This is an optimization exercise on Yosys and OpenROAD, whose aim is small area and a short achievable clock period, not a production implementation.
The RTL was checked by simulation tests, not by an equivalence proof against the original design.
Power and IR drop assume default switching activity.

== job 3719 ==
## pe_mac
module pe_mac #(
  parameter int WA       = 16,
  parameter int WB       = 16,
  parameter int ACCW     = 40,
  parameter int MULT_LAT = 1,
  parameter int ADD_LAT  = 0
) (
  input  logic                    clk,
  input  logic                    rst_n,
  input  logic                    in_valid,
  output logic                    in_ready,
  input  logic signed [WA-1:0]    a_in,
  input  logic signed [WB-1:0]    b_in,
  input  logic signed [ACCW-1:0]  psum_in,
  output logic                    out_valid,
  input  logic                    out_ready,
  output logic signed [WA-1:0]    a_out,
  output logic signed [WB-1:0]    b_out,
  output logic signed [ACCW-1:0]  psum_out
);
  logic        acc;
  logic [15:0] A, B;
  logic [39:0] P;           
  logic [39:0] S;
  logic [3:0]  V;
  logic [39:0] psum_off;
  assign in_ready = out_ready;
  assign acc      = in_valid & out_ready;
  assign psum_off = {psum_in[39:31] - 9'd1, psum_in[30:0]};
  always_ff @(posedge clk) begin
    if (!rst_n) begin
      A <= '0;
      B <= '0;
      P <= 40'hFF80000000;
    end else if (acc) begin
      A <= a_in;
      B <= b_in;
      P <= psum_off;
    end
  end
  logic bo0;
  logic bt0;
  logic bn0;
  logic pp0_0;
  logic pp0_1;
  logic pp0_2;
  logic pp0_3;
  logic pp0_4;
  logic pp0_5;
  logic pp0_6;
  logic pp0_7;
  logic pp0_8;
  logic pp0_9;
  logic pp0_10;
  logic pp0_11;
  logic pp0_12;
  logic pp0_13;
  logic pp0_14;
  logic pp0_15;
  logic pp0_16;
  logic ns0;
  logic bo1;
  logic bt1;
  logic bn1;
  logic pp1_0;
  logic pp1_1;
  logic pp1_2;
  logic pp1_3;
  logic pp1_4;
  logic pp1_5;
  logic pp1_6;
  logic pp1_7;
  logic pp1_8;
  logic pp1_9;
  logic pp1_10;
  logic pp1_11;
  logic pp1_12;
  logic pp1_13;
  logic pp1_14;
  logic pp1_15;
  logic pp1_16;
  logic ns1;
  logic bo2;
  logic bt2;
  logic bn2;
  logic pp2_0;
  logic pp2_1;
  logic pp2_2;
  logic pp2_3;
  logic pp2_4;
  logic pp2_5;
  logic pp2_6;
  logic pp2_7;
  logic pp2_8;
  logic pp2_9;
  logic pp2_10;
  logic pp2_11;
  logic pp2_12;
  logic pp2_13;
  logic pp2_14;
  logic pp2_15;
  logic pp2_16;
  logic ns2;
  logic bo3;
  logic bt3;
  logic bn3;
  logic pp3_0;
  logic pp3_1;
  logic pp3_2;
  logic pp3_3;
  logic pp3_4;
  logic pp3_5;
  logic pp3_6;
  logic pp3_7;
  logic pp3_8;
  logic pp3_9;
  logic pp3_10;
  logic pp3_11;
  logic pp3_12;
  logic pp3_13;
  logic pp3_14;
  logic pp3_15;
  ...
For scale: ~180 flip-flops, roughly 150 I/O pins, roughly 12000 sq um of cells after synthesis.
make LEC_CHECK=0 ABC_AREA=1 CAP_MARGIN=20 CORE_MARGIN=2 CORE_UTILIZATION=40 SETUP_SLACK_MARGIN=3.0 SLEW_MARGIN=20 finish   # period 6.0 ns
run.sh (not shown) runs the stock make flow with config.mk's settings and CLKGATE_MAP_FILE= SYNTH_SCRIPT=/design/flow/synth_recipe.tcl, a recipe that flattens the netlist after the stock synthesis.
The final layout from job 3719, which completed every stage, passed the timing, DRC and antenna checks at the end of the flow.
Here is what was changed in the inputs of job 2817 compared with job 3719.
- setting TNS_END_PERCENT to 5 for the first time
==> flow/flow/run.sh (new file) <==
#!/bin/bash
# Own flow: the standard layout, with the port buffers made of the
# smallest buffer cell (sky130_fd_sc_hd__buf_1) instead of the default.
set -euo pipefail
export BUFFER_PORTS_ARGS="-buffer_cell sky130_fd_sc_hd__buf_1"
bash standard.sh > standard.log 2>&1
==> flow/standard.sh (new file) <==
#!/bin/bash
# synth_recipe.tcl (not shown) runs the flow's synth.tcl, then flattens the netlist and writes it again
# the make line also repeats each setting of config.mk as NAME=value (left out here)
make -C /OpenROAD-flow-scripts/flow DESIGN_CONFIG=/design/flow/config.mk WORK_HOME=/design/flow/orfs CLKGATE_MAP_FILE= SYNTH_SCRIPT=/design/flow/synth_recipe.tcl "${@:-finish}"
removed: flow/run.sh
[summary]
- In job 2817, the clock network fraction of design power came out 1.5 points above the value in job 3719.
- In the reports for job 2817 and job 3719, the larger first-pass GRT wire length belongs to job 3719.
- Die area: job 3719 vs job 2817 identical
- Job 2817 ended with more met2 layer wire length in the routed design than job 3719.
- Final routed wire length divided by cell count of job 3719 is on par with job 2817.
#### Input delta (job 4788 over job 2817)
- ABC_AREA removed (was 1)
- TNS_END_PERCENT removed (was 5)
==> flow/run.sh (new file) <==
#!/bin/bash
# synth_recipe.tcl (not shown) runs the flow's synth.tcl, then flattens the netlist and writes it again
# the make line also repeats each setting of config.mk as NAME=value (left out here)
make -C /OpenROAD-flow-scripts/flow DESIGN_CONFIG=/design/flow/config.mk WORK_HOME=/design/flow/orfs CLKGATE_MAP_FILE= SYNTH_SCRIPT=/design/flow/synth_recipe.tcl finish
removed: flow/flow/run.sh
removed: flow/standard.sh
==> comparison <==
Job 2817 -> job 4788: count of H-tree levels built during CTS delta 0, exact match. What job 2817 reported for length of routed met2 wiring has to be multiplied by 1.2 to get the figure for job 4788. After detailed routing, job 2817 needs less wire than job 4788. Changes observed in job 4788 relative to job 2817: sequential share of layout area fell by 4.2 points; cell area moved up; multi-input combinational area share increased 0.78 points.
--- input diff job 4788..job 6501 ---
- ABC_AREA: unset -> 1
==> flow/flow/run.sh (new file) <==
#!/bin/bash
# Own flow: the standard layout, with the port buffers made of the
# smallest buffer cell (sky130_fd_sc_hd__buf_1) instead of the default.
set -euo pipefail
export BUFFER_PORTS_ARGS="-buffer_cell sky130_fd_sc_hd__buf_1"
bash standard.sh > standard.log 2>&1
==> flow/standard.sh (new file) <==
#!/bin/bash
# synth_recipe.tcl (not shown) runs the flow's synth.tcl, then flattens the netlist and writes it again
# the make line also repeats each setting of config.mk as NAME=value (left out here)
make -C /OpenROAD-flow-scripts/flow DESIGN_CONFIG=/design/flow/config.mk WORK_HOME=/design/flow/orfs CLKGATE_MAP_FILE= SYNTH_SCRIPT=/design/flow/synth_recipe.tcl "${@:-finish}"
removed: flow/run.sh
Results
- Between job 4788 and job 6501, fraction of the mapped netlist area in adder cells is higher for job 6501, job 4788 comes in under that.
- Lower clock-buffer cell count goes to job 4788 over job 6501.
- Job 6501 vs. job 4788: mux share of post-synthesis cell area saw a decrease, total power went up 19%.

==> separate check: timing with driven ports <==
The flow's constraints put no driver on any port. The routed layouts listed below were extracted and timed again, unchanged, in two steps.
Step 1 assumes that a clkbuf_16 drives the clock port and a buf_2 every other input.
Step 2 adds t to the input delays and takes it off the output delays; t is the mean of the earliest and latest rising clock arrival at the registers after step 1. Input paths then give back, and output paths get back, about the clock's delay inside the block.
a / b / c = ideal / step 1 / step 2; a / b = the first two.
run	shift t [ns]	setup WS [ns]	hold slack, ns	worst setup path at the end	slew at the worst register clock pin (ns)
job 3719	0.477	2.652 / 2.652 / 2.652	0.412 / 0.412 / 0.412	register to register	0.07 / 0.07
job 2817	0.497	2.579 / 2.579 / 2.579	0.414 / 0.414 / 0.414	register to register	0.07 / 0.07
job 4788	0.509	2.681 / 2.681 / 2.681	0.437 / 0.437 / 0.437	register to register	0.08 / 0.08
job 6501	0.497	2.645 / 2.645 / 2.645	0.412 / 0.412 / 0.412	register to register	0.07 / 0.07
After both steps setup and hold are still met in every run listed.
